Context: an optimization exercise on an open-source flow, tuned for small area. The choices shown serve that exercise and are no tape-out recipe.
Function was checked by simulation only, so behaviour that the tests miss may differ from the original.
Power is estimated from default activity; no workload was simulated.

`design/flow/design.v`:
```
module voter_authentication(
    input wire clk,
    input wire reset,
    input wire [7:0] voter_id_input,
    input wire authenticate_voter,
    input wire system_enable,
    input wire [7:0] current_voter_id,
    output wire authenticated,
    output reg already_voted,
    output wire valid_voter
);
    reg [15:0] voted;
    wire id_ok = (voter_id_input[7:4] == 4'h1);
    wire do_auth = system_enable & authenticate_voter;
    assign valid_voter = (current_voter_id[7:4] == 4'h1);
    assign authenticated = valid_voter & ~already_voted;
    always @(posedge clk or posedge reset) begin
        if (reset) begin
            already_voted <= 1'b0;
            voted <= 16'd0;
        end else if (do_auth) begin
            already_voted <= id_ok & voted[voter_id_input[3:0]];
            if (id_ok)
                voted[voter_id_input[3:0]] <= 1'b1;
        end
    end
endmodule
module vote_counter(
    input wire clk,
    input wire reset,
    input wire valid_vote,
    input wire [3:0] candidate,
    input wire result_request,
    output reg [15:0] total_votes_cast,
    output reg [3:0] winning_candidate_id,
    output reg [15:0] winning_candidate_votes,
    output reg results_available
);
    reg [15:0] v0, v1, v2, v3;
    function [15:0] inc16(input [15:0] q, input en);
        integer k;
        reg t;
        begin
            t = en;
            for (k = 0; k < 16; k = k + 1) begin
                inc16[k] = q[k] ^ t;
                t = t & q[k];
            end
        end
    endfunction
    wire vote = valid_vote & ~candidate[3] & ~candidate[2];
    function ge16(input [15:0] a, input [15:0] b);
        integer k;
        reg c;
        begin
            c = 1'b1;
            for (k = 0; k < 16; k = k + 1)
                c = (a[k] & ~b[k]) | ((a[k] | ~b[k]) & c);
            ge16 = c;
        end
    endfunction
    wire g01 = ge16(v0, v1);
    wire g23 = ge16(v2, v3);
    wire [15:0] m01 = g01 ? v0 : v1;
    wire [15:0] m23 = g23 ? v2 : v3;
    wire g = ge16(m01, m23);
    wire [15:0] best_votes = g ? m01 : m23;
    wire [1:0] best_id = g ? {1'b0, ~g01} : {1'b1, ~g23};
    always @(posedge clk or posedge reset) begin
        if (reset) begin
            total_votes_cast <= 0;
            v0 <= 0; v1 <= 0; v2 <= 0; v3 <= 0;
            winning_candidate_id <= 0;
            winning_candidate_votes <= 0;
            results_available <= 0;
        end else begin
            total_votes_cast <= inc16(total_votes_cast, vote);
            v0 <= inc16(v0, vote & (candidate[1:0] == 2'd0));
            v1 <= inc16(v1, vote & (candidate[1:0] == 2'd1));
            v2 <= inc16(v2, vote & (candidate[1:0] == 2'd2));
            v3 <= inc16(v3, vote & (candidate[1:0] == 2'd3));
            results_available <= result_request;
            if (result_request) begin
                winning_candidate_id <= {2'b00, best_id};
                winning_candidate_votes <= best_votes;
            end
        end
    end
endmodule
module voting_system_controller(
    input wire clk,
    input wire reset,
    input wire [7:0] voter_id_input,
    input wire [3:0] candidate_selection,
    input wire submit_vote,
    input wire authenticate_voter,
    input wire display_results_request,
    input wire system_enable,
    output wire [7:0] system_status,
    output reg [7:0] current_voter_id,
    output reg [3:0] current_candidate,
    output reg vote_accepted,
    output reg vote_rejected,
    output reg system_ready,
    output wire [15:0] total_votes_cast,
    output wire [3:0] winning_candidate_id,
    output wire [15:0] winning_candidate_votes,
    output wire results_available,
    output wire [7:0] error_code
);
    wire authenticated, already_voted, valid_voter;
    reg status;
    reg [1:0] err;
    assign system_status = {7'd0, status};
    assign error_code = {6'd0, err};
    voter_authentication auth (
        .clk(clk),
        .reset(reset),
        .voter_id_input(voter_id_input),
        .authenticate_voter(authenticate_voter),
        .system_enable(system_enable),
        .current_voter_id(current_voter_id),
        .authenticated(authenticated),
        .already_voted(already_voted),
        .valid_voter(valid_voter)
    );
    vote_counter vcount (
        .clk(clk),
        .reset(reset),
        .valid_vote(vote_accepted),
        .candidate(candidate_selection),
        .result_request(display_results_request),
        .total_votes_cast(total_votes_cast),
        .winning_candidate_id(winning_candidate_id),
        .winning_candidate_votes(winning_candidate_votes),
        .results_available(results_available)
    );
    wire cand_ok = ~candidate_selection[3] & ~candidate_selection[2];
    always @(posedge clk or posedge reset) begin
        if (reset) begin
            status <= 0;
            current_voter_id <= 0;
            current_candidate <= 0;
            vote_accepted <= 0;
            vote_rejected <= 0;
            system_ready <= 0;
            err <= 0;
        end else begin
            system_ready <= system_enable;
            if (system_enable) begin
                if (authenticate_voter) begin
                    current_voter_id <= voter_id_input;
                    status <= authenticated;
                    err <= !valid_voter ? 2'd1 : already_voted ? 2'd2 : 2'd0;
                end
                if (status && submit_vote) begin
                    current_candidate <= candidate_selection;
                    vote_accepted <= cand_ok;
                    vote_rejected <= ~cand_ok;
                    err <= cand_ok ? 2'd0 : 2'd3;
                end else begin
                    vote_accepted <= 0;
                    vote_rejected <= 0;
                end
            end else begin
                status <= 0;
            end
        end
    end
endmodule
module digital_voting_system_top (
    input wire master_clk,
    input wire reset,
    input wire [7:0] voter_id_input,
    input wire [3:0] candidate_selection,
    input wire submit_vote,
    input wire authenticate_voter,
    input wire display_results_request,
    input wire system_enable,
    output wire [7:0] system_status,
    output wire [7:0] current_voter_id,
    output wire [3:0] current_candidate,
    output wire vote_accepted,
    output wire vote_rejected,
    output wire system_ready,
    output wire [15:0] total_votes_cast,
    output wire [3:0] winning_candidate_id,
    output wire [15:0] winning_candidate_votes,
    output wire results_available,
    output wire [7:0] error_code
);
    voting_system_controller voting_sys (
        .clk(master_clk),
        .reset(reset),
        .voter_id_input(voter_id_input),
        .candidate_selection(candidate_selection),
        .submit_vote(submit_vote),
        .authenticate_voter(authenticate_voter),
        .display_results_request(display_results_request),
        .system_enable(system_enable),
        .system_status(system_status),
        .current_voter_id(current_voter_id),
        .current_candidate(current_candidate),
        .vote_accepted(vote_accepted),
        .vote_rejected(vote_rejected),
        .system_ready(system_ready),
        .total_votes_cast(total_votes_cast),
        .winning_candidate_id(winning_candidate_id),
        .winning_candidate_votes(winning_candidate_votes),
        .results_available(results_available),
        .error_code(error_code)
    );
endmodule
```
`design/flow/flow/run.sh`:
```
#!/bin/bash
# Own layout flow: the standard synthesis, then an area-oriented re-mapping of
# the combinational logic (flip-flops, half adders and tie cells are kept as
# the standard synthesis made them), then the standard ORFS layout steps with
# small port buffers and a clock tree without dummy loads.
set -euo pipefail
W=$(pwd)
F=$W/flow
R=$W/orfs/results/${FLOW_PLATFORM}/digital_voting_system_top/base
LIB=$FLOW_HOME/platforms/${FLOW_PLATFORM}/lib/sky130_fd_sc_hd__tt_025C_1v80.lib

bash standard.sh synth > $W/synth.log 2>&1

cp $R/1_2_yosys.v $W/standard_1_2_yosys.v
REMAP_LIB=$LIB REMAP_TOP=$FLOW_TOP REMAP_IN=$W/standard_1_2_yosys.v \
REMAP_OUT=$W/remap.v REMAP_ABC=$F/abc_area.script \
    yosys -c $F/remap.tcl > $W/remap.log 2>&1
cp $W/remap.v $R/1_2_yosys.v
rm -f $R/1_synth.odb $R/1_synth.sdc

export BUFFER_PORTS_ARGS="-buffer_cell sky130_fd_sc_hd__buf_1"
export CTS_ARGS="-sink_clustering_enable -repair_clock_nets -dont_use_dummy_load"
bash standard.sh > $W/layout.log 2>&1
```
`design/flow/flow/abc_area.script`:
```
strash
dch
map -D 5000
topo
stime -c
buffer -c
upsize -c -D 5000
dnsize -c -D 5000
```
`design/flow/flow/remap.tcl`:
```
yosys -import
set lib $::env(REMAP_LIB)
set top $::env(REMAP_TOP)
read_liberty -wb -ignore_miss_func $lib
read_verilog $::env(REMAP_IN)
hierarchy -top $top
# keep sequential cells, adders and ties as they are
setattr -mod -set keep_hierarchy 1 =sky130_fd_sc_hd__df* =sky130_fd_sc_hd__ha_* =sky130_fd_sc_hd__fa_* =sky130_fd_sc_hd__conb_*
flatten -wb
opt_clean -purge
tee -o $::env(REMAP_OUT).pre.stat stat -liberty $lib
abc -script $::env(REMAP_ABC) -liberty $lib -dont_use sky130_fd_sc_hd__probe_p_8 -dont_use sky130_fd_sc_hd__probec_p_8 -dont_use sky130_fd_sc_hd__lpflow_*
opt_clean -purge
hilomap -singleton -hicell sky130_fd_sc_hd__conb_1 HI -locell sky130_fd_sc_hd__conb_1 LO
splitnets
opt_clean -purge
tee -o $::env(REMAP_OUT).stat stat -liberty $lib
select -module $top
write_verilog -noattr -noexpr -nohex -nodec -selected $::env(REMAP_OUT)
```
`design/flow/standard.sh`:
```
#!/bin/bash
# synth_recipe.tcl (not shown) runs the flow's synth.tcl, then flattens the netlist and writes it again
# the make line also repeats each setting of config.mk as NAME=value (left out here)
make -C /OpenROAD-flow-scripts/flow DESIGN_CONFIG=/design/flow/config.mk WORK_HOME=/design/flow/orfs CLKGATE_MAP_FILE= SYNTH_SCRIPT=/design/flow/synth_recipe.tcl "${@:-finish}"
```
`design/flow/config.mk`:
```
export PLATFORM = sky130hd
export DESIGN_NAME = digital_voting_system_top
export DESIGN_NICKNAME = digital_voting_system_top
export VERILOG_FILES = /design/flow/design.v
export SDC_FILE = /design/flow/constraint.sdc
export NUM_CORES = 4
export LEC_CHECK = 0
export CAP_MARGIN = 20
export CORE_MARGIN = 2
export CORE_UTILIZATION = 40
export SLEW_MARGIN = 20
```
`design/flow/constraint.sdc`:
```
create_clock -name core_clock -period 7.0 [get_ports {master_clk}]
set_input_delay 1.4000 -clock core_clock [delete_from_list [all_inputs] [get_ports {master_clk}]]
set_output_delay 1.4000 -clock core_clock [all_outputs]
set_load 0.01 [all_outputs]
```
==> results of run 1 <==
==> worst min-delay path by stage <==
stage	to	slack, ns	depth (start not counted)
floorplan	voting_sys.auth.voted[9]	0.42	2
global placement	voting_sys.auth.voted[10]	0.44	2
detailed placement	voting_sys.auth.voted[2]	0.45	2
CTS	voting_sys.auth.voted[2]	0.46	2
global route	voting_sys.vcount.total_votes_cast[15]	0.48	1
finish	voting_sys.auth.voted[2]	0.46	2
==> layer usage <==
metal  vias to the layer above  GRT usage, %
li1                       2403             -
met1                      2249          21.2
met2                       121          25.1
met3                        17          4.97
met4                         0          6.70
met5                         -             0
==> power groups by stage <==
stage / Combinational [uW] / Clock [uW] / Sequential (uW)
after floorplan: 107 / 0 / 850
after global placement: 180 / 0 / 841
after detailed placement: 182 / 0 / 842
after CTS: 183 / 718 / 830
after global routing: 208 / 753 / 833
final: 183 / 691 / 830
==> per-stage QoR <==
| stage | cells | power, uW |
|---|---|---|
| 6_report | 956 | 1700 |
| 5_1_grt | 956 | 1790 |
| 4_1_cts | 956 | 1730 |
| 3_5_place_dp | 939 | 1020 |
| 3_3_place_gp | 939 | 1020 |
| 2_1_floorplan | 658 | 957 |
==> sequential cells by signal, indices dropped and copies added (netlist names), 2 cells and up <==
signal,count
voting_sys.err,2
voting_sys.vcount.v0,16
voting_sys.vcount.total_votes_cast,16
voting_sys.auth.voted,16
voting_sys.current_voter_id,8
voting_sys.vcount.v3,16
voting_sys.vcount.v1,16
voting_sys.vcount.winning_candidate_votes,16
voting_sys.vcount.v2,16
voting_sys.vcount.winning_candidate_id,2
voting_sys.current_candidate,4
==> cell usage in the layout, fill, tap and decap left out, drive strengths merged, types with 2 or more instances in the layout <==
master and instances:
o31ai 7, o211ai 6, conb 15, o21bai 11, inv 76, o311ai 3, a32oi 2, a31o 2
a31oi 6, clkbuf 17, or2 3, o21ai 51, nand3 20, a211oi 5, nand2 83, ha 79
buf 73, nor2 57, nor4 3, a22oi 14, nand4 2, xor2 6, a21oi 30, o221ai 3
o22ai 10, dfrtp 134, nor3 10
==> layout make-up <==
class,count,share of cell area (%)
clock buffers,17,5.70
inverters,77,3.94
well taps,216,3.62
flip-flops and latches,134,44.9
multi-input cells,439,38.0
repair buffers,73,3.82
==> worst max-delay path, cell delays in order (launching register included) <==
cell	delay (ns)
dfrtp_1	0.37
inv_1	0.11
nor2_1	0.05
nor3_1	0.13
o21ai_0	0.10
o21ai_0	0.09
o21ai_0	0.12
nand3_1	0.12
a41oi_1	0.13
nor2_1	0.47
buf_4	0.30
clkinv_1	0.25
nor2_1	0.15
a21oi_1	0.05
inv_1	0.10
nor2_1	0.05
inv_1	0.09
o211ai_1	0.09
a21oi_1	0.13
o311ai_0	0.21
nand4_1	0.13
nand2_1	0.22
nor2_1	0.68
inv_1	0.26
o211ai_1	0.23
==> flow_metrics.tcl, run 1 <==
set metrics [dict create \
    status "finished clean" \
    rows 46 \
    track_usage_pct 16.2 \
    multi_input_area_sq_um 2830 \
    wl_per_cell_um 13.4 \
    period_minus_slack_ns 4.76 \
    via_count 4790 \
    hold_start "voting_sys.auth.voted[2]" \
    grt_antenna_before_repair 0 \
    p_int_uw 1280 \
    die_y_um 131 \
    criticalPathCategory "reg2reg" \
    required_ns 7.31 \
    maxSlewViolCount 0 \
    clock_path_buffers 2 \
    cts_buffers 17 \
    start_kind "flip-flop" \
    power_density_nw_per_um2 228 \
    fin_skew_ns 0.0192 \
    drt_iter0_drc 287 \
    place_area_sq_um 7030 \
    wl_met3_um 719 \
    firstDrtPassIters 4 \
    setup_violations 0 \
    ant_nets 0 \
    max_freq_ghz 0.210 \
    leakage_uw 0.00392 \
    worst_pin_slew_ns 0.890 \
    path_clk_slew_ns 0.06 \
    crit_arrival_ns 5.07 \
    drt-total-wl_um 12800 \
    r2r_start "voting_sys.vcount.v0[1]" \
    gp_congestion 0.858 \
    layout_setup_ws_ns 2.24 \
    reg2reg_to "voting_sys.vcount.winning_candidate_votes[12]" \
    dieWidth_um 131 \
    netlist_instances 644 \
    drc 0 \
    layout.nets 839 \
    crit_end "voting_sys.vcount.winning_candidate_votes[12]" \
    ctsResizeCount 0 \
    report.final.hold_viol_count 0 \
    switchingPower_uw 426 \
    die-area_sq_um 17200 \
    netlist_area_sq_um 6450 \
    vdd_drop_max_uv 177 \
    overflow 0 \
    coreArea_sq_um 15800 \
    min_path_type "reg2reg" \
    clk-insertion-delay-late_ns 0.42 \
    clkPwrFrac_pct 40.6 \
    post_cts_buffers 0 \
    met1Wirelength_um 6020 \
    slew_headroom_pct 40.5 \
    grt_pass1_wl_um 21500 \
    finalHoldWorstSlack_ns 0.459 \
    pwr-share-comb_pct 10.7 \
    fin_crit_sh_pct 68.0 \
    pwr-share-seq_pct 48.7 \
    diodes 0 \
    hpwl_um 9640 \
    path_max_fanout 14 \
    top_layer "met4" \
    ys_warn_count 3 \
    place_ws_ns 2.18 \
    holdBufCountCts 0 \
    grt_pass1_vias 4616 \
    rsz0062_at_grt "no" \
    p_sw_share_pct 25.0 \
    grt_start_max_net_pins 84 \
    drive_gt1_share_pct 3.51 \
    drv_cap 0 \
    final_area_sq_um 7460 \
    area_growth_pct 15.6 \
    setup_tns_ns 0 \
    via_per_inst 5.01 \
    postSynthAreaPerCell_sq_um 10.0 \
    cp-end-kind "flip-flop" \
    root_buffer "clkbuf_16" \
    crit_path_start "voting_sys.vcount.v0[1]" \
    htree_levels 4 \
    start_util_pct 40.8 \
    reg2reg_depth 24 \
    portBuffers 70 \
    met2_length_um 5850 \
    nFillCells 1534 \
    post-route-util_pct 47.1 \
    seq_area_sq_um 3350 \
    rrSetupSlack_ns 2.24 \
    ios 86 \
    cts_tree "done" \
    cts_sinks 134 \
]
==> run 2: changes to the inputs <==
--- a/design/flow/config.mk
+++ b/design/flow/config.mk
@@ -9,3 +9,4 @@
 export CORE_MARGIN = 2
 export CORE_UTILIZATION = 40
+export CTS_BUF_LIST = sky130_fd_sc_hd__clkbuf_4 sky130_fd_sc_hd__clkbuf_8
 export SLEW_MARGIN = 20
==> run 2 against run 1 <==
Compared with the run above: first-iteration DRC count unchanged; sequential share of layout area unchanged; global-route usage unchanged; utilization unchanged; clock power about the same; flip-flop and latch count unchanged; via count unchanged; synthesized cell count unchanged; critical path type unchanged; critical endpoint unchanged; largest cell class unchanged.
==> flow_metrics.tcl, run 2 <==
set metrics [dict create \
    firstDrtPassIters 4 \
    via_count 4790 \
    dieWidth_um 131 \
    overflow 0 \
    gp_congestion 0.858 \
    rows 46 \
    report.final.hold_viol_count 0 \
    cp_slowest_cell "nor2_1" \
    period_minus_slack_ns 4.76 \
    hold_start "voting_sys.auth.voted[2]" \
    die_y_um 131 \
    reg2reg_depth 24 \
    leakage_uw 0.00392 \
    netlist_area_sq_um 6450 \
    wl_per_cell_um 13.4 \
    final_common_cell "dfrtp_1" \
    place_ws_ns 2.18 \
    area_growth_pct 15.6 \
    nFillCells 1534 \
    drt_iter0_drc 287 \
    setup_tns_ns 0 \
    max_stage_delay_ns 0.68 \
    drive_gt1_share_pct 3.51 \
    cp-end-kind "flip-flop" \
    multi_input_area_sq_um 2830 \
    ctsResizeCount 0 \
    coreArea_sq_um 15800 \
    drt-total-wl_um 12800 \
    netlist_instances 644 \
    status "finished clean" \
    grt_pass1_wl_um 21500 \
    grt_pass1_vias 4616 \
    cts_tree "done" \
    start_kind "flip-flop" \
    fin_skew_ns 0.0192 \
    ant_nets 0 \
    final_area_sq_um 7460 \
    seq_area_sq_um 3350 \
    hpwl_um 9640 \
    layout.nets 839 \
    cts_sinks 134 \
    ys_warn_count 3 \
    required_ns 7.31 \
    slew_headroom_pct 40.5 \
    maxSlewViolCount 0 \
    via_per_inst 5.01 \
    ios 86 \
    htree_levels 4 \
    grt_start_max_net_pins 84 \
    power_density_nw_per_um2 228 \
    root_buffer "clkbuf_16" \
    final_cell_mix "dfrtp_1 (134), nand2_1 (83), ha_1 (79), inv_1 (75), buf_1 (70)" \
    crit_end "voting_sys.vcount.winning_candidate_votes[12]" \
    track_usage_pct 16.2 \
    vdd_drop_max_uv 177 \
    holdBufCountCts 0 \
    clk-insertion-delay-late_ns 0.42 \
    fin_crit_sh_pct 68.0 \
    die-area_sq_um 17200 \
    rsz0062_at_grt "no" \
    max_freq_ghz 0.210 \
    grt_antenna_before_repair 0 \
    worstPathCellList "inv_1 > nor2_1 > nor3_1 > o21ai_0 > o21ai_0 > o21ai_0 > nand3_1 > a41oi_1 > nor2_1 > buf_4 > clkinv_1 > nor2_1 > a21oi_1 > inv_1 > nor2_1 > inv_1 > o211ai_1 > a21oi_1 > o311ai_0 > nand4_1 > nand2_1 > nor2_1 > inv_1 > o211ai_1" \
    p_total_uw 1700 \
    crit_family "simple AND/OR/NAND/NOR gates" \
    crit_top_cell "nor2_1" \
    path_clk_slew_ns 0.06 \
    worst_pin_slew_ns 0.890 \
    min_path_type "reg2reg" \
    portBuffers 70 \
    place_area_sq_um 7030 \
    drv_cap 0 \
    reg2reg_to "voting_sys.vcount.winning_candidate_votes[12]" \
    crit_path_start "voting_sys.vcount.v0[1]" \
    post_cts_buffers 0 \
    critPathBufInv 6 \
    cts_buffers 17 \
    rrSetupSlack_ns 2.24 \
    r2r_start "voting_sys.vcount.v0[1]" \
    start_util_pct 40.8 \
    path_max_fanout 14 \
    setup_violations 0 \
    drc 0 \
    diodes 0 \
    crit_arrival_ns 5.07 \
    postSynthAreaPerCell_sq_um 10.0 \
    criticalPathCategory "reg2reg" \
    clock_path_buffers 2 \
    layout_setup_ws_ns 2.24 \
    cp.depth 24 \
]
[run 2: how the worst min path moves through the flow]
stage / to / slack [ns] / depth (start not counted)
3_5_place_dp: voting_sys.auth.voted[2] / 0.45 / 2
3_3_place_gp: voting_sys.auth.voted[10] / 0.44 / 2
6_report: voting_sys.auth.voted[2] / 0.46 / 2
2_1_floorplan: voting_sys.auth.voted[9] / 0.42 / 2
5_1_grt: voting_sys.vcount.total_votes_cast[15] / 0.48 / 1
4_1_cts: voting_sys.auth.voted[2] / 0.46 / 2
[run 2: worst min-delay path, cell delays in order, from the launching register on]
cell     delay, ns
dfrtp_1       0.32
inv_1         0.05
o21ai_0       0.06
[run 2: stage by stage]
stage                     hold WS (ns)  util [%]  std cells
after floorplan                  0.424         -        658
after detailed placement         0.449      44.4        939
after global routing             0.484      47.1        956
after global placement           0.445      44.4        939
final                            0.459      47.1        956
after CTS                        0.462      47.1        956
[run 2: metal layers]
| layer | up-vias | GRT usage, % | share of wire [%] |
|---|---|---|---|
| met2 | 121 | 25.1 | 46 |
| met1 | 2249 | 21.2 | 47 |
| li1 | 2403 | - | - |
| met3 | 17 | 4.97 | 5.6 |
| met4 | 0 | 6.70 | 1.5 |
| met5 | - | 0 | 0 |
[run 2: layout make-up]
class	instances	area share [%]
timing repair buffer	73	3.82
inverter	77	3.94
multi-input combinational	439	38.0
tap	216	3.62
sequential	134	44.9
clock buffer	17	5.70
[run 2: where the power goes]
group          internal (uW)  leakage (uW)  switching, uW  total (uW)
sequential               809       0.00181           21.3         830
combinational           51.6       0.00190            131         183
clock                    418      0.000209            273         691
==> run 3: changes to the inputs <==
--- a/design/flow/flow/run.sh
+++ b/design/flow/flow/run.sh
@@ -20,4 +20,4 @@
 
 export BUFFER_PORTS_ARGS="-buffer_cell sky130_fd_sc_hd__buf_1"
-export CTS_ARGS="-sink_clustering_enable -repair_clock_nets -dont_use_dummy_load"
+export CTS_ARGS="-sink_clustering_enable -repair_clock_nets -dont_use_dummy_load -buf_list {sky130_fd_sc_hd__clkbuf_4 sky130_fd_sc_hd__clkbuf_8} -root_buf sky130_fd_sc_hd__clkbuf_8"
 bash standard.sh > $W/layout.log 2>&1
--- a/design/flow/config.mk
+++ b/design/flow/config.mk
@@ -9,4 +9,3 @@
 export CORE_MARGIN = 2
 export CORE_UTILIZATION = 40
-export CTS_BUF_LIST = sky130_fd_sc_hd__clkbuf_4 sky130_fd_sc_hd__clkbuf_8
 export SLEW_MARGIN = 20
==> run 3 against run 2 <==
Compared with the run above: register-to-register slack lost 0.03 ns; die area unchanged; clock-buffer cell count unchanged; first-iteration DRC count up 30%; via count increased by 0.23%; global-route usage fell by 0.17 points; critical path type unchanged.
==> flow_metrics.tcl, run 3 <==
set metrics [dict create \
    status "finished clean" \
    fin_crit_sh_pct 68.3 \
    max_stage_delay_ns 0.68 \
    r2r_start "voting_sys.vcount.v0[1]" \
    root_buffer "clkbuf_8" \
    slew_headroom_pct 40.1 \
    drt_iter0_drc 373 \
    critPathBufInv 6 \
    start_util_pct 40.8 \
    final_common_cell "dfrtp_1" \
    multi_input_area_sq_um 2830 \
    setup_tns_ns 0 \
    drc 0 \
    hold_start "voting_sys.auth.voted[2]" \
    worst_pin_slew_ns 0.896 \
    portBuffers 70 \
    post_cts_buffers 0 \
    ant_nets 0 \
    top_layer "met4" \
    path_clk_slew_ns 0.08 \
    path_max_fanout 14 \
    report.final.hold_viol_count 0 \
    rrSetupSlack_ns 2.22 \
    max_freq_ghz 0.209 \
    required_ns 7.32 \
    power_density_nw_per_um2 202 \
    cts_sinks 134 \
    finalHoldWorstSlack_ns 0.464 \
    drv_cap 0 \
    maxSlewViolCount 0 \
    cts_tree "done" \
    final_cell_mix "dfrtp_1 (134), nand2_1 (83), ha_1 (79), inv_1 (75), buf_1 (70)" \
    area_growth_pct 12.7 \
    min_to "voting_sys.auth.voted[2]" \
    overflow 0 \
    crit_arrival_ns 5.11 \
    htree_levels 4 \
    gp_congestion 0.858 \
    start_kind "flip-flop" \
    die-area_sq_um 17200 \
    clock_path_buffers 2 \
    postSynthAreaPerCell_sq_um 10.0 \
    nFillCells 1557 \
    setup_violations 0 \
    grt_antenna_before_repair 0 \
    wl_met3_um 734 \
    vdd_drop_max_uv 156 \
    via_per_inst 5.02 \
    crit_top_cell "nor2_1" \
    dieWidth_um 131 \
    met1Wirelength_um 6060 \
    criticalPathCategory "reg2reg" \
    die_y_um 131 \
    seq_area_sq_um 3350 \
    reg2reg_to "voting_sys.vcount.winning_candidate_votes[12]" \
    rsz0062_at_grt "no" \
    worstPathCellList "inv_1 > nor2_1 > nor3_1 > o21ai_0 > o21ai_0 > o21ai_0 > nand3_1 > a41oi_1 > nor2_1 > buf_4 > clkinv_1 > nor2_1 > a21oi_1 > inv_1 > nor2_1 > inv_1 > o211ai_1 > a21oi_1 > o311ai_0 > nand4_1 > nand2_1 > nor2_1 > inv_1 > o211ai_1" \
    cp.depth 24 \
    cp_slowest_cell "nor2_1" \
    reg2reg_depth 24 \
    grt_pass1_wl_um 21500 \
    min_path_type "reg2reg" \
    wl_per_cell_um 13.3 \
    ys_warn_count 3 \
    diodes 0 \
    cts_buffers 17 \
    netlist_instances 644 \
    holdBufCountCts 0 \
    crit_family "simple AND/OR/NAND/NOR gates" \
    clk-insertion-delay-late_ns 0.43 \
    hold_depth 2 \
    leakage_uw 0.00383 \
    via_count 4801 \
    fin_skew_ns 0.0263 \
    drt-total-wl_um 12700 \
    track_usage_pct 16.0 \
    netlist_area_sq_um 6450 \
    ios 86 \
    period_minus_slack_ns 4.78 \
    firstDrtPassIters 5 \
    drive_gt1_share_pct 3.51 \
    cp-end-kind "flip-flop" \
    hpwl_um 9640 \
    layout.nets 839 \
    ctsResizeCount 0 \
    rows 46 \
    grt_start_max_net_pins 84 \
    met2_length_um 5810 \
    coreArea_sq_um 15800 \
    grt_pass1_vias 4589 \
]
## run 3: worst max-delay path by stage
stage,startpoint,to
4_1_cts,voting_sys.vcount.v0[1],voting_sys.vcount.winning_candidate_votes[12]
6_report,voting_sys.vcount.v0[1],voting_sys.vcount.winning_candidate_votes[12]
3_5_place_dp,candidate_selection[3],voting_sys.vcount.v1[15]
3_3_place_gp,candidate_selection[3],voting_sys.vcount.v3[15]
2_1_floorplan,reset,voting_sys.auth.already_voted
5_1_grt,voting_sys.vcount.v1[3],voting_sys.vcount.winning_candidate_votes[11]
## run 3: tightest hold or removal path: stages, from the launching register on
cell	delay (ns)
dfrtp_1	0.32
inv_1	0.05
o21ai_0	0.06
## run 3: layer usage
layer	track usage, %	up-vias
li1	-	2403
met4	4.26	0
met2	25.1	128
met1	21.5	2263
met5	0	-
met3	5.33	7
## run 3: stage by stage
step                total power [uW]  cells  util (%)  cell area (sq um)  worst slack, ns
floorplan                        957    658         -               6500             2.02
global placement                1020    939      44.4               7030             2.24
finish                          1470    956      45.9               7270             2.22
CTS                             1490    956      45.9               7270             2.30
detailed placement              1020    939      44.4               7030             2.18
global route                    1560    956      45.9               7270             1.62
## run 3: area by class of cell
cell class	count	area share, %
multi-input cells	439	39.0
repair buffers	73	3.92
clock buffers	17	3.22
inverters	77	4.04
well taps	216	3.72
flip-flops and latches	134	46.1
## run 3: where the power goes
group          internal [uW]  switching (uW)
combinational           51.7             131
clock                    213             244
sequential               807            21.4
==> run 4: changes to the inputs <==
--- a/design/flow/flow/run.sh
+++ b/design/flow/flow/run.sh
@@ -20,4 +20,4 @@
 
 export BUFFER_PORTS_ARGS="-buffer_cell sky130_fd_sc_hd__buf_1"
-export CTS_ARGS="-sink_clustering_enable -repair_clock_nets -dont_use_dummy_load -buf_list {sky130_fd_sc_hd__clkbuf_4 sky130_fd_sc_hd__clkbuf_8} -root_buf sky130_fd_sc_hd__clkbuf_8"
+export CTS_ARGS="-sink_clustering_enable -repair_clock_nets -dont_use_dummy_load -buf_list {sky130_fd_sc_hd__clkbuf_2 sky130_fd_sc_hd__clkbuf_4} -root_buf sky130_fd_sc_hd__clkbuf_4 -sink_clustering_size 20"
 bash standard.sh > $W/layout.log 2>&1
==> run 4 against run 3 <==
Compared with the run above: utilization down 0.66 points; maximum frequency up 0.11%; synthesized cell count unchanged; flip-flop and latch count unchanged; via count up 0.10%; first-iteration DRC count up 4.8%; largest power group unchanged.
==> flow_metrics.tcl, run 4 <==
set metrics [dict create \
    status "finished clean" \
    required_ns 7.40 \
    drt_iter0_drc 391 \
    power_density_nw_per_um2 188 \
    dieWidth_um 131 \
    rsz0062_at_grt "no" \
    fin_crit_sh_pct 68.3 \
    place_area_sq_um 7030 \
    fin_skew_ns 0.0442 \
    clock_path_buffers 2 \
    max_freq_ghz 0.209 \
    post_cts_buffers 0 \
    drc 0 \
    crit_arrival_ns 5.18 \
    ios 86 \
    coreArea_sq_um 15800 \
    min_path_type "reg2reg" \
    gp_congestion 0.858 \
    firstDrtPassIters 5 \
    report.final.hold_viol_count 0 \
    setup_violations 0 \
    nFillCells 1565 \
    clk-insertion-delay-late_ns 0.52 \
    grt_start_max_net_pins 84 \
    holdBufCountCts 0 \
    area_growth_pct 11.1 \
    drv_cap 0 \
    portBuffers 70 \
    drt-total-wl_um 12700 \
    post-route-util_pct 45.3 \
    cts_sinks 134 \
    postSynthAreaPerCell_sq_um 10.0 \
    htree_levels 4 \
    vdd_drop_max_uv 126 \
    slew_headroom_pct 41.0 \
    cts_buffers 17 \
    path_max_fanout 14 \
    maxSlewViolCount 0 \
    via_per_inst 5.02 \
    start_util_pct 40.8 \
    leakage_uw 0.00379 \
    layout.nets 839 \
    setup_tns_ns 0 \
    netlist_instances 644 \
    ctsResizeCount 0 \
    grt_pass1_vias 4595 \
    die_y_um 131 \
    p_total_uw 1350 \
    via_count 4806 \
    final_area_sq_um 7170 \
    ys_warn_count 3 \
    ant_nets 0 \
    start_kind "flip-flop" \
    path_clk_slew_ns 0.12 \
    criticalPathCategory "reg2reg" \
    grt_antenna_before_repair 1 \
    die-area_sq_um 17200 \
    period_minus_slack_ns 4.78 \
    cp-end-kind "flip-flop" \
    hpwl_um 9640 \
    track_usage_pct 16.0 \
    drive_gt1_share_pct 3.51 \
    grt_pass1_wl_um 21500 \
    netlist_area_sq_um 6450 \
    worst_pin_slew_ns 0.883 \
    wl_per_cell_um 13.3 \
    final_common_cell "dfrtp_1" \
    cts_tree "done" \
    rows 46 \
    final_cell_mix "dfrtp_1 (134), nand2_1 (83), ha_1 (79), inv_1 (75), buf_1 (70)" \
    overflow 0 \
    root_buffer "clkbuf_4" \
]
run 4: final timing paths:
check                                    startpoint                                       endpoint  slack, ns  cells past startpoint
hold / removal             voting_sys.auth.voted[2]                       voting_sys.auth.voted[2]       0.47                      2
max in group asynchronous                     reset  voting_sys.vcount.winning_candidate_votes[14]       4.80                      3
hold reg to reg            voting_sys.auth.voted[2]                       voting_sys.auth.voted[2]       0.47                      2
setup / recovery            voting_sys.vcount.v0[1]  voting_sys.vcount.winning_candidate_votes[12]       2.22                     24
min in group asynchronous                     reset                        voting_sys.vcount.v0[1]       1.01                      2
setup reg to reg            voting_sys.vcount.v0[1]  voting_sys.vcount.winning_candidate_votes[12]       2.22                     24
run 4: power breakdown:
group	switching, uW	internal [uW]
clock	228	111
sequential	21.4	806
combinational	130	51.6
total	379	968
run 4: final cells by class:
class | instances | area, sq um | share of cell area (%)
Multi-Input combinational cell | 439 | 2830 | 39.5
Clock buffer | 17 | 128 | 1.78
Timing Repair Buffer | 73 | 285 | 3.98
Inverter | 77 | 294 | 4.10
Sequential cell | 134 | 3350 | 46.8
Antenna cell | 1 | 2.50 | 0.0349
Tap cell | 216 | 270 | 3.77
run 4: per-layer routing:
| metal | vias to the layer above | GRT usage (%) | routed length [um] |
|---|---|---|---|
| li1 | 2401 | - | - |
| met1 | 2278 | 21.5 | 6110 |
| met2 | 120 | 24.7 | 5760 |
| met3 | 7 | 5.46 | 695 |
| met4 | 0 | 4.63 | 126 |
| met5 | - | 0 | 0 |
run 4: critical path, cell delays in order (launching register included):
cell and delay [ns]:
dfrtp_1 0.40, inv_1 0.11, nor2_1 0.05, nor3_1 0.13, o21ai_0 0.10, o21ai_0 0.09, o21ai_0 0.12, nand3_1 0.12
a41oi_1 0.13, nor2_1 0.48, buf_4 0.30, clkinv_1 0.25, nor2_1 0.15, a21oi_1 0.05, inv_1 0.10, nor2_1 0.05
inv_1 0.10, o211ai_1 0.09, a21oi_1 0.13, o311ai_0 0.19, nand4_1 0.12, nand2_1 0.21, nor2_1 0.67, inv_1 0.26
o211ai_1 0.23
run 4: through the flow:
step	hold slack, ns	setup slack (ns)	std cells
finish	0.473	2.22	957
detailed placement	0.449	2.18	939
CTS	0.477	2.30	956
global placement	0.445	2.24	939
global route	0.494	1.58	957
floorplan	0.424	2.02	658
==> run 5: changes to the inputs <==
--- a/design/flow/config.mk
+++ b/design/flow/config.mk
@@ -8,4 +8,4 @@
 export CAP_MARGIN = 20
 export CORE_MARGIN = 2
-export CORE_UTILIZATION = 40
+export CORE_UTILIZATION = 65
 export SLEW_MARGIN = 20
==> run 5 against run 4 <==
Compared with the run above: still clean on timing, DRC and antenna; first-iteration DRC count shrank 33%; hold slack worse by 0.0077 ns; sequential power barely moved; clock-buffer cell count is the same; clock skew is 0.015 ns lower; utilization up 28 points; combinational power hardly changed; critical path type unchanged; critical endpoint is now voting_sys.vcount.winning_candidate_votes[4]; largest power group unchanged.
==> flow_metrics.tcl, run 5 <==
set metrics [dict create \
    dieWidth_um 104 \
    slew_headroom_pct 38.5 \
    overflow 0 \
    start_util_pct 66.6 \
    firstDrtPassIters 4 \
    criticalPathCategory "reg2reg" \
    coreArea_sq_um 9680 \
    htree_levels 4 \
    report.final.hold_viol_count 0 \
    fin_crit_sh_pct 67.2 \
    track_usage_pct 25.1 \
    post_cts_buffers 0 \
    grt_pass1_vias 4848 \
    ant_nets 0 \
    final_common_cell "dfrtp_1" \
    vdd_drop_max_uv 134 \
    die_y_um 104 \
    fin_skew_ns 0.0289 \
    diodes 0 \
    hpwl_um 9590 \
    worst_pin_slew_ns 0.920 \
    area_growth_pct 9.25 \
    max_freq_ghz 0.213 \
    worstPathCellList "nand2_1 > o21ai_0 > a31o_2 > o221ai_1 > nand3_1 > nand4_1 > nand3_1 > o21ai_0 > nor2_1 > a31oi_1 > o211ai_1 > a21oi_1 > o311ai_0 > nand4_1 > nand2_1 > nor2_1 > inv_1 > o211ai_1" \
    period_minus_slack_ns 4.70 \
    maxSlewViolCount 0 \
    holdBufCountCts 0 \
    crit_family "simple AND/OR/NAND/NOR gates" \
    drv_cap 0 \
    reg2reg_depth 18 \
    max_stage_delay_ns 0.67 \
    wl_per_cell_um 14.4 \
    via_per_inst 5.61 \
    netlist_instances 644 \
    path_clk_slew_ns 0.09 \
    gp_congestion 0.843 \
    drt_iter0_drc 263 \
    drt-total-wl_um 12500 \
    cp.depth 18 \
    cp-end-kind "flip-flop" \
    clk-insertion-delay-late_ns 0.53 \
    cts_tree "done" \
    root_buffer "clkbuf_4" \
    setup_violations 0 \
    drive_gt1_share_pct 3.38 \
    cts_sinks 134 \
    ctsResizeCount 0 \
    crit_arrival_ns 5.14 \
    ys_warn_count 3 \
    grt_start_max_net_pins 71 \
    ios 86 \
    drc 0 \
    min_path_type "reg2reg" \
    via_count 4891 \
    final_cell_mix "dfrtp_1 (134), nand2_1 (83), ha_1 (79), inv_1 (75), buf_1 (70)" \
    place_ws_ns 2.16 \
    portBuffers 70 \
    start_kind "flip-flop" \
    layout.nets 838 \
    grt_pass1_wl_um 21500 \
    clock_path_buffers 2 \
    postSynthAreaPerCell_sq_um 10.0 \
    cts_buffers 17 \
    die-area_sq_um 10700 \
    critPathBufInv 1 \
    leakage_uw 0.00378 \
    status "finished clean" \
    netlist_area_sq_um 6450 \
    required_ns 7.43 \
    grt_antenna_before_repair 0 \
    power_density_nw_per_um2 190 \
    layout_setup_ws_ns 2.30 \
    rsz0062_at_grt "no" \
    path_max_fanout 30 \
    setup_tns_ns 0 \
    rows 36 \
    hold_depth 1 \
    cp_slowest_cell "o21ai_0" \
]
[run 5: per-stage QoR]
| stage | std cells | utilization, % | cell area [sq um] | hold slack [ns] | power, uW |
|---|---|---|---|---|---|
| floorplan | 658 | - | 6500 | 0.424 | 957 |
| detailed placement | 855 | 71.5 | 6920 | 0.454 | 1020 |
| CTS | 872 | 72.8 | 7050 | 0.469 | 1350 |
| global route | 872 | 72.8 | 7050 | 0.502 | 1420 |
| finish | 872 | 72.8 | 7050 | 0.466 | 1340 |
| global placement | 855 | 71.5 | 6920 | 0.445 | 1020 |
[run 5: path summary, 6_finish.rpt]
| path | startpoint | to | slack (ns) |
|---|---|---|---|
| min reg2reg | voting_sys.vcount.total_votes_cast[15] | voting_sys.vcount.total_votes_cast[15] | 0.47 |
| max | voting_sys.vcount.v3[3] | voting_sys.vcount.winning_candidate_votes[4] | 2.30 |
| max in group asynchronous | reset | voting_sys.vcount.v3[6] | 4.63 |
| max reg2reg | voting_sys.vcount.v3[3] | voting_sys.vcount.winning_candidate_votes[4] | 2.30 |
| min in group asynchronous | reset | voting_sys.vcount.v0[10] | 1.01 |
| min | voting_sys.vcount.total_votes_cast[15] | voting_sys.vcount.total_votes_cast[15] | 0.47 |
[run 5: area by class of cell]
| class | instances | area, sq um |
|---|---|---|
| inverters | 77 | 292 |
| repair buffers | 72 | 278 |
| fillers | 790 | 2640 |
| well taps | 133 | 166 |
| clock buffers | 17 | 128 |
| flip-flops and latches | 134 | 3350 |
| multi-input cells | 439 | 2830 |
[run 5: routing by layer]
layer / up-vias / track usage [%] / part of all wire, %
li1: 2405 / - / -
met2: 114 / 44.7 / 53
met1: 2349 / 29.0 / 41
met5: - / 0 / 0
met4: 0 / 9.56 / 1.6
met3: 23 / 6.61 / 4.8
[run 5: power by group]
part           internal, uW  total, uW  switching (uW)
Combinational          51.3        182             131
Sequential              806        825            19.7
Clock                   111        335             224
==> run 6: changes to the inputs <==
--- a/design/flow/flow/run.sh
+++ b/design/flow/flow/run.sh
@@ -20,4 +20,4 @@
 
 export BUFFER_PORTS_ARGS="-buffer_cell sky130_fd_sc_hd__buf_1"
-export CTS_ARGS="-sink_clustering_enable -repair_clock_nets -dont_use_dummy_load -buf_list {sky130_fd_sc_hd__clkbuf_2 sky130_fd_sc_hd__clkbuf_4} -root_buf sky130_fd_sc_hd__clkbuf_4 -sink_clustering_size 20"
+export CTS_ARGS="-sink_clustering_enable -repair_clock_nets -dont_use_dummy_load -buf_list {sky130_fd_sc_hd__clkbuf_4} -root_buf sky130_fd_sc_hd__clkbuf_8"
 bash standard.sh > $W/layout.log 2>&1
--- a/design/flow/config.mk
+++ b/design/flow/config.mk
@@ -8,4 +8,4 @@
 export CAP_MARGIN = 20
 export CORE_MARGIN = 2
-export CORE_UTILIZATION = 65
+export CORE_UTILIZATION = 40
 export SLEW_MARGIN = 20
==> run 6 against run 5 <==
Compared with the run above: still clean on timing, DRC and antenna; worst setup slack lost 0.093 ns; die area grew 60%; hold slack gained 0.0075 ns; synthesized cell count is the same; utilization shrank 27 points; critical path type unchanged.
==> flow_metrics.tcl, run 6 <==
set metrics [dict create \
    track_usage_pct 16.0 \
    vdd_drop_max_uv 126 \
    setup_violations 0 \
    crit_family "simple AND/OR/NAND/NOR gates" \
    crit_top_cell "nor2_1" \
    worstPathCellList "inv_1 > nor2_1 > nor3_1 > o21ai_0 > o21ai_0 > o21ai_0 > nand3_1 > a41oi_1 > nor2_1 > buf_4 > clkinv_1 > nor2_1 > a21oi_1 > inv_1 > nor2_1 > inv_1 > o211ai_1 > a21oi_1 > o311ai_0 > nand4_1 > nand2_1 > nor2_1 > inv_1 > o211ai_1" \
    drc 0 \
    crit_path_start "voting_sys.vcount.v0[1]" \
    ant_nets 0 \
    via_per_inst 5.00 \
    rrSetupSlack_ns 2.20 \
    final_area_sq_um 7170 \
    place_area_sq_um 7030 \
    drt-total-wl_um 12700 \
    required_ns 7.30 \
    grt_pass1_vias 4595 \
    drive_gt1_share_pct 3.51 \
    reg2reg_to "voting_sys.vcount.winning_candidate_votes[12]" \
    holdBufCountCts 0 \
    reg2reg_depth 24 \
    criticalPathCategory "reg2reg" \
    power_density_nw_per_um2 189 \
    root_buffer "clkbuf_8" \
    grt_start_max_net_pins 84 \
    leakage_uw 0.00379 \
    ios 86 \
    critPathBufInv 6 \
    grt_antenna_before_repair 0 \
    cts_buffers 17 \
    post_cts_buffers 0 \
    max_stage_delay_ns 0.68 \
    min_path_type "reg2reg" \
    drt_iter0_drc 347 \
    path_clk_slew_ns 0.12 \
    grt_pass1_wl_um 21500 \
    cp_slowest_cell "nor2_1" \
    postSynthAreaPerCell_sq_um 10.0 \
    wl_per_cell_um 13.2 \
    cp-end-kind "flip-flop" \
    firstDrtPassIters 5 \
    coreArea_sq_um 15800 \
    drv_cap 0 \
    crit_arrival_ns 5.10 \
    ys_warn_count 3 \
    diodes 0 \
    cts_tree "done" \
    report.final.hold_viol_count 0 \
    portBuffers 70 \
    rows 46 \
    period_minus_slack_ns 4.80 \
    final_common_cell "dfrtp_1" \
    status "finished clean" \
    path_max_fanout 14 \
    final_cell_mix "dfrtp_1 (134), nand2_1 (83), ha_1 (79), inv_1 (75), buf_1 (70)" \
    layout.nets 839 \
    via_count 4780 \
    gp_congestion 0.858 \
    start_kind "flip-flop" \
    netlist_instances 644 \
    max_freq_ghz 0.208 \
    ctsResizeCount 0 \
    finalHoldWorstSlack_ns 0.473 \
    area_growth_pct 11.1 \
    rsz0062_at_grt "no" \
    fin_crit_sh_pct 68.5 \
    clock_path_buffers 2 \
    overflow 0 \
    slew_headroom_pct 41.1 \
    crit_end "voting_sys.vcount.winning_candidate_votes[12]" \
    clk-insertion-delay-late_ns 0.42 \
    htree_levels 4 \
    netlist_area_sq_um 6450 \
    worst_pin_slew_ns 0.881 \
    r2r_start "voting_sys.vcount.v0[1]" \
    start_util_pct 40.8 \
    dieWidth_um 131 \
    maxSlewViolCount 0 \
    die-area_sq_um 17200 \
    hpwl_um 9640 \
    setup_tns_ns 0 \
    cp.depth 24 \
    post-route-util_pct 45.3 \
    fin_skew_ns 0.0436 \
    die_y_um 131 \
    cts_sinks 134 \
]
run 6: cell types whose count changed in the layout (fill, tap and decap cells not counted), sizes merged:
cell and change:
buf +1
run 6: power by group:
part | switching, uW | internal (uW)
clock | 228 | 119
sequential | 21.3 | 806
combinational | 131 | 51.6
total | 380 | 977
run 6: layout make-up:
cell class              instances  area [sq um]
flip-flops and latches        134          3350
well taps                     216           270
inverters                      77           294
repair buffers                 73           285
fillers                      1563          8660
clock buffers                  17           134
multi-input cells             439          2830
run 6: through the flow:
stage | instances | setup WS (ns) | total power, uW
CTS | 956 | 2.30 | 1380
global placement | 939 | 2.24 | 1020
finish | 956 | 2.20 | 1360
floorplan | 658 | 2.02 | 957
global route | 956 | 1.60 | 1440
detailed placement | 939 | 2.18 | 1020
run 6: how the worst min path moves through the flow:
stage / cells after the start / from / end / slack (ns)
floorplan: 2 / voting_sys.auth.voted[9] / voting_sys.auth.voted[9] / 0.42
global placement: 2 / voting_sys.auth.voted[10] / voting_sys.auth.voted[10] / 0.44
detailed placement: 2 / voting_sys.auth.voted[2] / voting_sys.auth.voted[2] / 0.45
CTS: 2 / voting_sys.auth.voted[2] / voting_sys.auth.voted[2] / 0.48
global route: 1 / voting_sys.vcount.total_votes_cast[15] / voting_sys.vcount.total_votes_cast[15] / 0.49
finish: 2 / voting_sys.auth.voted[2] / voting_sys.auth.voted[2] / 0.47
run 6: tightest hold or removal path: stages (launching register included):
cell and delay, ns:
dfrtp_1 0.34, inv_1 0.05, o21ai_0 0.06
run 6: per-layer routing:
metal	GRT usage, %	vias to the layer above	part of all wire (%)
li1	-	2404	-
met1	21.5	2261	49
met2	24.7	108	45
met3	5.33	7	5.2
met4	4.63	0	1.0
met5	0	-	0
==> run 7: changes to the inputs <==
--- a/design/flow/config.mk
+++ b/design/flow/config.mk
@@ -8,4 +8,4 @@
 export CAP_MARGIN = 20
 export CORE_MARGIN = 2
-export CORE_UTILIZATION = 40
+export CORE_UTILIZATION = 65
 export SLEW_MARGIN = 20
==> run 7 against run 6 <==
Compared with the run above: clock-buffer cell count unchanged; routed wire length decreased by 0.92%; clock skew decreased by 0.010 ns; register-to-register slack improved by 0.12 ns; hold slack got worse by 0.0077 ns.
==> flow_metrics.tcl, run 7 <==
set metrics [dict create \
    hpwl_um 9590 \
    worst_pin_slew_ns 0.932 \
    vdd_drop_max_uv 134 \
    drv_cap 0 \
    fin_crit_sh_pct 66.9 \
    crit_end "voting_sys.vcount.winning_candidate_votes[4]" \
    cp-end-kind "flip-flop" \
    leakage_uw 0.00379 \
    cts_buffers 17 \
    reg2reg_to "voting_sys.vcount.winning_candidate_votes[4]" \
    max_freq_ghz 0.214 \
    period_minus_slack_ns 4.68 \
    holdBufCountCts 0 \
    power_density_nw_per_um2 191 \
    report.final.hold_viol_count 0 \
    layout.nets 838 \
    overflow 0 \
    setup_tns_ns 0 \
    via_count 4933 \
    gp_congestion 0.843 \
    post_cts_buffers 0 \
    firstDrtPassIters 5 \
    netlist_area_sq_um 6450 \
    ctsResizeCount 0 \
    root_buffer "clkbuf_8" \
    status "finished clean" \
    die_y_um 104 \
    start_util_pct 66.6 \
    final_common_cell "dfrtp_1" \
    fin_skew_ns 0.0334 \
    grt_start_max_net_pins 71 \
    netlist_instances 644 \
    die-area_sq_um 10700 \
    drive_gt1_share_pct 3.38 \
    ys_warn_count 3 \
    cts_tree "done" \
    path_max_fanout 30 \
    clock_path_buffers 2 \
    start_kind "flip-flop" \
    grt_antenna_before_repair 0 \
    grt_pass1_vias 4863 \
    ios 86 \
    track_usage_pct 25.1 \
    drt_iter0_drc 273 \
    coreArea_sq_um 9680 \
    drt-total-wl_um 12500 \
    rsz0062_at_grt "no" \
    rrSetupSlack_ns 2.32 \
    area_growth_pct 9.35 \
    grt_pass1_wl_um 21600 \
    criticalPathCategory "reg2reg" \
    required_ns 7.32 \
    portBuffers 70 \
    min_path_type "reg2reg" \
    cts_sinks 134 \
    crit_arrival_ns 5.00 \
    crit_path_start "voting_sys.vcount.v3[3]" \
    r2r_start "voting_sys.vcount.v3[3]" \
    htree_levels 4 \
    clk-insertion-delay-late_ns 0.42 \
    final_cell_mix "dfrtp_1 (134), nand2_1 (83), ha_1 (79), inv_1 (75), buf_1 (70)" \
    via_per_inst 5.66 \
    diodes 0 \
    ant_nets 0 \
    slew_headroom_pct 37.7 \
    dieWidth_um 104 \
    post-route-util_pct 72.9 \
    drc 0 \
    wl_per_cell_um 14.4 \
    setup_violations 0 \
    maxSlewViolCount 0 \
    rows 36 \
    postSynthAreaPerCell_sq_um 10.0 \
    path_clk_slew_ns 0.09 \
    reg2reg_depth 18 \
]
[run 7: power breakdown]
part           internal (uW)  switching (uW)  leakage, uW  total, uW
logic                   51.3             131      0.00190        182
clock network            119             224    0.0000808        343
registers                806            19.8      0.00181        825
total                    976             375      0.00379       1350
[run 7: worst min path at each step]
stage / cells past startpoint / slack [ns] / end / from
6_report: 1 / 0.47 / voting_sys.vcount.total_votes_cast[15] / voting_sys.vcount.total_votes_cast[15]
5_1_grt: 1 / 0.50 / voting_sys.auth.voted[5] / voting_sys.auth.voted[5]
4_1_cts: 1 / 0.47 / voting_sys.vcount.total_votes_cast[15] / voting_sys.vcount.total_votes_cast[15]
3_5_place_dp: 1 / 0.45 / voting_sys.vcount.total_votes_cast[15] / voting_sys.vcount.total_votes_cast[15]
3_3_place_gp: 2 / 0.45 / voting_sys.auth.voted[9] / voting_sys.auth.voted[9]
2_1_floorplan: 2 / 0.42 / voting_sys.auth.voted[9] / voting_sys.auth.voted[9]
[run 7: final cells by class]
type | count | area, sq um
repair buffers | 72 | 278
clock buffers | 17 | 134
multi-input cells | 439 | 2830
inverters | 77 | 292
well taps | 133 | 166
flip-flops and latches | 134 | 3350
fillers | 792 | 2630
[run 7: critical path: stages, from the launching register on]
cell      delay (ns)
dfrtp_1         0.44
nand2_1         0.09
o21ai_0         0.09
a31o_2          0.23
o221ai_1        0.07
nand3_1         0.13
nand4_1         0.11
nand3_1         0.65
o21ai_0         0.66
nor2_1          0.13
a31oi_1         0.15
o211ai_1        0.12
a21oi_1         0.14
o311ai_0        0.18
nand4_1         0.12
nand2_1         0.21
nor2_1          0.63
inv_1           0.23
o211ai_1        0.21
[run 7: metal layers]
metal	global-route usage, %	share of wire (%)
met3	6.99	5.3
met1	29.1	40
met5	0	0
met4	8.98	1.7
met2	44.7	53
[run 7: per-stage QoR]
stage	instances	hold slack, ns	total power (uW)	area, sq um	setup slack [ns]
floorplan	658	0.424	957	6500	2.02
global placement	855	0.445	1020	6920	2.24
detailed placement	855	0.454	1020	6920	2.16
global route	872	0.502	1430	7060	1.75
finish	872	0.465	1350	7060	2.32
CTS	872	0.469	1360	7060	2.36
==> run 8: changes to the inputs <==
--- a/design/flow/flow/run.sh
+++ b/design/flow/flow/run.sh
@@ -20,4 +20,4 @@
 
 export BUFFER_PORTS_ARGS="-buffer_cell sky130_fd_sc_hd__buf_1"
-export CTS_ARGS="-sink_clustering_enable -repair_clock_nets -dont_use_dummy_load -buf_list {sky130_fd_sc_hd__clkbuf_4} -root_buf sky130_fd_sc_hd__clkbuf_8"
+export CTS_ARGS="-sink_clustering_enable -repair_clock_nets -dont_use_dummy_load -buf_list {sky130_fd_sc_hd__clkbuf_8} -root_buf sky130_fd_sc_hd__clkbuf_8 -sink_clustering_size 40 -sink_clustering_max_diameter 200"
 bash standard.sh > $W/layout.log 2>&1
--- a/design/flow/config.mk
+++ b/design/flow/config.mk
@@ -8,4 +8,4 @@
 export CAP_MARGIN = 20
 export CORE_MARGIN = 2
-export CORE_UTILIZATION = 65
+export CORE_UTILIZATION = 40
 export SLEW_MARGIN = 20
==> run 8 against run 7 <==
Compared with the run above: hold slack got worse by 0.0014 ns; clock power increased by 33%; critical path type unchanged; clock skew decreased by 0.0071 ns; maximum frequency decreased by 2.1%; register-to-register slack got worse by 0.10 ns; via count decreased by 2.7%; first-iteration DRC count increased by 37%.
==> flow_metrics.tcl, run 8 <==
set metrics [dict create \
    drv_cap 0 \
    ios 86 \
    postSynthAreaPerCell_sq_um 10.0 \
    root_buffer "clkbuf_8" \
    fin_skew_ns 0.0263 \
    nFillCells 1557 \
    final_common_cell "dfrtp_1" \
    met3_usage_pct 5.33 \
    ant_nets 0 \
    grt_start_max_net_pins 84 \
    place_area_sq_um 7030 \
    die_y_um 131 \
    diodes 0 \
    status "finished clean" \
    final_cell_mix "dfrtp_1 (134), nand2_1 (83), ha_1 (79), inv_1 (75), buf_1 (70)" \
    crit_arrival_ns 5.11 \
    rsz0062_at_grt "no" \
    clock_path_buffers 2 \
    leakage_uw 0.00383 \
    setup_violations 0 \
    cts_tree "done" \
    final_cells 956 \
    post_cts_buffers 0 \
    die-area_sq_um 17200 \
    track_usage_pct 16.0 \
    maxSlewViolCount 0 \
    final_area_sq_um 7270 \
    dieWidth_um 131 \
    drive_gt1_share_pct 3.51 \
    period_minus_slack_ns 4.78 \
    ctsResizeCount 0 \
    grt_use_met1_pct 21.5 \
    min_path_type "reg2reg" \
    portBuffers 70 \
    max_freq_ghz 0.209 \
    firstDrtPassIters 5 \
    grt_antenna_before_repair 0 \
    hpwl_um 9640 \
    path_max_fanout 14 \
    criticalPathCategory "reg2reg" \
    path_clk_slew_ns 0.08 \
    multi_input_area_sq_um 2830 \
    drt-total-wl_um 12700 \
    via_count 4801 \
    required_ns 7.32 \
    netlist_area_sq_um 6450 \
    layout.nets 839 \
    via_per_inst 5.02 \
    drt_iter0_drc 373 \
    slew_headroom_pct 40.1 \
    clk-insertion-delay-late_ns 0.43 \
    start_util_pct 40.8 \
    seq_area_sq_um 3350 \
    fin_crit_sh_pct 68.3 \
    power_density_nw_per_um2 202 \
    coreArea_sq_um 15800 \
    drc 0 \
    grt_pass1_vias 4589 \
    setup_tns_ns 0 \
    busiest_layer "met2" \
    cp-end-kind "flip-flop" \
    rows 46 \
    vdd_drop_max_uv 156 \
    holdBufCountCts 0 \
    placed_cells 939 \
    cts_sinks 134 \
    netlist_instances 644 \
    cts_buffers 17 \
    gp_congestion 0.858 \
    area_growth_pct 12.7 \
    grt_pass1_wl_um 21500 \
    overflow 0 \
    grtUsageMet2_pct 25.1 \
    worst_pin_slew_ns 0.896 \
    start_kind "flip-flop" \
    ys_warn_count 3 \
    wl_per_cell_um 13.3 \
    report.final.hold_viol_count 0 \
    htree_levels 4 \
]
-- run 8: cell count changes in the layout (fill, tap and decap cells not counted) --
cell / before / now
clkbuf_4: 16 / 0
buf_4: 2 / 3
clkbuf_8: 1 / 17
inv_6: 0 / 1
inv_4: 1 / 0
-- run 8: stage by stage --
step,total power (uW),utilization (%),hold WS (ns),setup slack [ns]
6_report,1470,45.9,0.464,2.22
5_1_grt,1560,45.9,0.488,1.62
4_1_cts,1490,45.9,0.467,2.30
3_5_place_dp,1020,44.4,0.449,2.18
3_3_place_gp,1020,44.4,0.445,2.24
2_1_floorplan,957,-,0.424,2.02
-- run 8: power by group --
group          internal, uW  switching (uW)  total [uW]
sequential              807            21.4         828
clock                   213             244         457
combinational          51.7             131         182
-- run 8: final cells by class --
| cell class | instances | share of cell area (%) |
|---|---|---|
| multi-input cells | 439 | 39.0 |
| flip-flops and latches | 134 | 46.1 |
| inverters | 77 | 4.04 |
| clock buffers | 17 | 3.22 |
| repair buffers | 73 | 3.92 |
| well taps | 216 | 3.72 |
-- run 8: path summary, 6_finish.rpt --
| check | end | slack, ns | depth (start not counted) | startpoint |
|---|---|---|---|---|
| max | voting_sys.vcount.winning_candidate_votes[12] | 2.22 | 24 | voting_sys.vcount.v0[1] |
| min | voting_sys.auth.voted[2] | 0.46 | 2 | voting_sys.auth.voted[2] |
| max reg2reg | voting_sys.vcount.winning_candidate_votes[12] | 2.22 | 24 | voting_sys.vcount.v0[1] |
| min reg2reg | voting_sys.auth.voted[2] | 0.46 | 2 | voting_sys.auth.voted[2] |
| max in group asynchronous | voting_sys.vcount.winning_candidate_id[1] | 4.72 | 3 | reset |
| min in group asynchronous | voting_sys.vcount.v0[1] | 1.11 | 2 | reset |
-- run 8: critical path, cell delays in order (launching register included) --
cell and delay (ns):
dfrtp_1 0.38, inv_1 0.11, nor2_1 0.05, nor3_1 0.12
o21ai_0 0.10, o21ai_0 0.09, o21ai_0 0.12, nand3_1 0.12
a41oi_1 0.15, nor2_1 0.50, buf_4 0.30, clkinv_1 0.25
nor2_1 0.15, a21oi_1 0.05, inv_1 0.10, nor2_1 0.05
inv_1 0.09, o211ai_1 0.09, a21oi_1 0.13, o311ai_0 0.19
nand4_1 0.12, nand2_1 0.22, nor2_1 0.68, inv_1 0.26
o211ai_1 0.23
-- run 8: metal layers --
layer	routed length (um)	up-vias
met1	6060	2263
met2	5810	128
li1	-	2403
met5	0	-
met4	124	0
met3	734	7
==> run 9: changes to the inputs <==
--- a/design/flow/design.v
+++ b/design/flow/design.v
@@ -13,4 +13,11 @@
     wire id_ok = (voter_id_input[7:4] == 4'h1);
     wire do_auth = system_enable & authenticate_voter;
+    wire [15:0] sel;
+    genvar g;
+    generate
+        for (g = 0; g < 16; g = g + 1) begin : g_sel
+            assign sel[g] = (voter_id_input[3:0] == g);
+        end
+    endgenerate
     assign valid_voter = (current_voter_id[7:4] == 4'h1);
     assign authenticated = valid_voter & ~already_voted;
@@ -19,8 +26,8 @@
             already_voted <= 1'b0;
             voted <= 16'd0;
-        end else if (do_auth) begin
-            already_voted <= id_ok & voted[voter_id_input[3:0]];
-            if (id_ok)
-                voted[voter_id_input[3:0]] <= 1'b1;
+        end else begin
+            if (do_auth)
+                already_voted <= id_ok & |(voted & sel);
+            voted <= voted | ({16{do_auth & id_ok}} & sel);
         end
     end
--- a/design/flow/flow/run.sh
+++ b/design/flow/flow/run.sh
@@ -20,4 +20,4 @@
 
 export BUFFER_PORTS_ARGS="-buffer_cell sky130_fd_sc_hd__buf_1"
-export CTS_ARGS="-sink_clustering_enable -repair_clock_nets -dont_use_dummy_load -buf_list {sky130_fd_sc_hd__clkbuf_8} -root_buf sky130_fd_sc_hd__clkbuf_8 -sink_clustering_size 40 -sink_clustering_max_diameter 200"
+export CTS_ARGS="-sink_clustering_enable -repair_clock_nets -dont_use_dummy_load -buf_list {sky130_fd_sc_hd__clkbuf_2 sky130_fd_sc_hd__clkbuf_4} -root_buf sky130_fd_sc_hd__clkbuf_4 -sink_clustering_size 20"
 bash standard.sh > $W/layout.log 2>&1
==> design/flow/flow/abc_area.script (replaced) <==
strash
dc2
&get -n
&st
&dch -f
&nf -p -F 8 -A 4 -R 1000
&put
topo
--- a/design/flow/config.mk
+++ b/design/flow/config.mk
@@ -8,4 +8,4 @@
 export CAP_MARGIN = 20
 export CORE_MARGIN = 2
-export CORE_UTILIZATION = 40
+export CORE_UTILIZATION = 65
 export SLEW_MARGIN = 20
==> run 9 against run 8 <==
Compared with the run above: still clean; die area shrank 40%; critical path depth fell by 4; register-to-register slack got worse by 0.46 ns; non-clock buffer count up 1; worst setup slack lost 0.46 ns; flip-flop and latch count stayed put; via count down 9.5%; sequential share of layout area is 2.7 points higher; clock-buffer cell count stayed put; hold slack lost 0.0016 ns; critical path type unchanged; critical endpoint is now voting_sys.vcount.winning_candidate_id[0]; largest power group unchanged.
==> flow_metrics.tcl, run 9 <==
set metrics [dict create \
    status "finished clean" \
    grt_antenna_before_repair 0 \
    clk-insertion-delay-late_ns 0.50 \
    power_density_nw_per_um2 193 \
    start_util_pct 67.1 \
    cts_buffers 17 \
    fin_crit_sh_pct 75.0 \
    start_kind "flip-flop" \
    cp.depth 20 \
    track_usage_pct 23.6 \
    worst_pin_slew_ns 1.06 \
    min_to "voting_sys.auth.voted[1]" \
    p_sw_share_pct 26.6 \
    p_int_uw 974 \
    root_buffer "clkbuf_4" \
    grt_start_max_net_pins 84 \
    die_y_um 102 \
    path_max_fanout 19 \
    crit_arrival_ns 5.62 \
    switchingPower_uw 352 \
    die-area_sq_um 10300 \
    cts_tree "done" \
    holdBufCountCts 0 \
    netlist_instances 520 \
    cts_sinks 134 \
    grt_pass1_vias 4265 \
    dieWidth_um 102 \
    setup_tns_ns 0 \
    rrSetupSlack_ns 1.75 \
    pwr-share-seq_pct 62.4 \
    clkPwrFrac_pct 25.4 \
    wl_per_cell_um 14.6 \
    hold_start "voting_sys.auth.voted[1]" \
    ios 86 \
    max_freq_ghz 0.191 \
    required_ns 7.37 \
    final_area_sq_um 6870 \
    diodes 0 \
    criticalPathCategory "reg2reg" \
    drt-total-wl_um 11000 \
    placed_cells 737 \
    grt_pass1_wl_um 18900 \
    gp_congestion 0.853 \
    clock_path_buffers 2 \
    final_cell_mix "dfrtp_1 (134), ha_1 (75), buf_1 (70), clkinv_1 (50), nand2_1 (36)" \
    cp-end-kind "flip-flop" \
    place_ws_ns 1.84 \
    ys_warn_count 3 \
    via_per_inst 5.77 \
    hpwl_um 8190 \
    final_common_cell "dfrtp_1" \
    htree_levels 4 \
    critPathBufInv 1 \
    setup_violations 0 \
    cp_slowest_cell "nor2_1" \
    crit_family "compound AO/OA/AOI/OAI gates" \
    maxSlewViolCount 0 \
    drive_gt1_share_pct 4.16 \
    final_cells 754 \
    path_clk_slew_ns 0.10 \
    reg2reg_depth 20 \
    layout.nets 720 \
    max_stage_delay_ns 0.46 \
    fin_skew_ns 0.0325 \
    overflow 0 \
    portBuffers 70 \
    r2r_start "voting_sys.vcount.v1[0]" \
    firstDrtPassIters 6 \
    leakage_uw 0.00359 \
    pwr-share-comb_pct 12.2 \
    post_cts_buffers 0 \
    netlist_area_sq_um 6200 \
    drt_iter0_drc 182 \
    period_minus_slack_ns 5.25 \
    drc 0 \
    ant_nets 0 \
    via_count 4347 \
    coreArea_sq_um 9240 \
    rows 35 \
    report.final.hold_viol_count 0 \
    reg2reg_to "voting_sys.vcount.winning_candidate_id[0]" \
    rsz0062_at_grt "no" \
    min_path_type "reg2reg" \
    drv_cap 0 \
    postSynthAreaPerCell_sq_um 11.9 \
    vdd_drop_max_uv 155 \
    slew_headroom_pct 29.3 \
    worstPathCellList "nor2b_1 > maj3_1 > maj3_1 > maj3_1 > a21oi_1 > o22ai_1 > maj3_1 > a21oi_1 > o21ai_0 > a31oi_2 > buf_4 > mux2i_1 > a211oi_1 > a211o_1 > a211oi_1 > a21oi_1 > nor2_1 > nand2_1 > o22ai_1 > a21oi_1" \
    hold_depth 1 \
    ctsResizeCount 0 \
    place_area_sq_um 6730 \
    layout_setup_ws_ns 1.75 \
    area_growth_pct 10.8 \
]
run 9: through the flow:
step                      hold slack (ns)  total power (uW)  utilization, %
final                               0.462              1330            74.3
after global routing                0.486              1390            74.3
after CTS                           0.470              1340            74.2
after detailed placement            0.447              1010            72.9
after global placement              0.437               999            72.9
after floorplan                     0.428               944               -
run 9: cell type report:
class	instances	area (sq um)
Clock buffer	17	128
Tap cell	129	161
Timing Repair Buffer	74	297
Multi-Input combinational cell	349	2740
Sequential cell	134	3350
Fill cell	658	2370
Inverter	51	194
run 9: power by group through the flow:
| stage | Sequential (uW) | Combinational [uW] | Clock [uW] |
|---|---|---|---|
| 2_1_floorplan | 851 | 92.5 | 0 |
| 3_3_place_gp | 842 | 157 | 0 |
| 3_5_place_dp | 844 | 162 | 0 |
| 4_1_cts | 829 | 162 | 348 |
| 5_1_grt | 832 | 182 | 378 |
| 6_report | 828 | 161 | 337 |
run 9: how the worst max path moves through the flow:
stage                                        from                                            to  slack, ns
final                     voting_sys.vcount.v1[0]     voting_sys.vcount.winning_candidate_id[0]       1.75
after global routing      voting_sys.vcount.v1[0]     voting_sys.vcount.winning_candidate_id[0]       1.37
after CTS                 voting_sys.vcount.v1[0]     voting_sys.vcount.winning_candidate_id[0]       1.81
after detailed placement  voting_sys.vcount.v1[0]     voting_sys.vcount.winning_candidate_id[0]       1.84
after global placement    voting_sys.vcount.v1[0]     voting_sys.vcount.winning_candidate_id[0]       1.89
after floorplan           voting_sys.vcount.v1[0]  voting_sys.vcount.winning_candidate_votes[8]       1.19
run 9: routing by layer:
metal  global-route usage (%)  vias to the layer above  share of wire [%]
met2                     39.8                      136                 51
met4                     9.15                        0                1.4
met1                     29.3                     2099                 43
met3                     6.07                       20                5.1
met5                        0                        -                  0
li1                         -                     2092                  -
run 9: worst reg2reg max path: cells and delay by family, from the launching register on:
family                     cells  cell delay [ns]
muxes                          1             0.39
AOI/OAI and AO/OA             11             1.68
buffers and inverters          1             0.30
and+or+nand+nor                3             0.92
adders and majority gates      4             1.44
DFF                            1             0.40

## port drivers added, routing unchanged
How much do the figures lean on ideal ports? The routed layouts below were timed once more, with nothing changed but the port constraints. Step 1 assumes that a clkbuf_16 drives the clock port and a buf_2 every other input. Step 2 moves the port delays by t, midway between the first and last clock arrival at a register: inputs arrive t later, outputs are due t later. That takes back most of the time a late clock gives input paths. a / b / c = ideal / step 1 / step 2; a / b = the first two.
| run | t (ns) | setup WS [ns] | hold WS [ns] | worst setup path at the end | cell pins on the clock port's net |
|---|---|---|---|---|---|
| run 1 | 0.453 | 2.242 / 2.242 / 2.192 | 0.459 / 0.459 / 0.459 | input to register | 1 |
| run 2 | 0.453 | 2.242 / 2.242 / 2.192 | 0.459 / 0.459 / 0.459 | input to register | 1 |
| run 3 | 0.456 | 2.217 / 2.217 / 2.193 | 0.464 / 0.464 / 0.464 | input to register | 1 |
| run 4 | 0.540 | 2.222 / 2.222 / 2.202 | 0.473 / 0.473 / 0.473 | input to register | 1 |
| run 5 | 0.546 | 2.296 / 2.296 / 2.164 | 0.466 / 0.466 / 0.466 | input to register | 1 |
| run 6 | 0.435 | 2.203 / 2.203 / 2.203 | 0.473 / 0.473 / 0.473 | register to register | 1 |
| run 7 | 0.437 | 2.319 / 2.319 / 2.166 | 0.465 / 0.465 / 0.465 | input to register | 1 |
| run 8 | 0.456 | 2.217 / 2.217 / 2.193 | 0.464 / 0.464 / 0.464 | input to register | 1 |
| run 9 | 0.518 | 1.752 / 1.752 / 1.752 | 0.462 / 0.462 / 0.462 | register to register | 1 |
After both steps setup and hold are still met in every run listed. For run 7, which loses most, drivers alone change the setup slack by 0.000 ns; drivers and shift together by -0.153 ns.
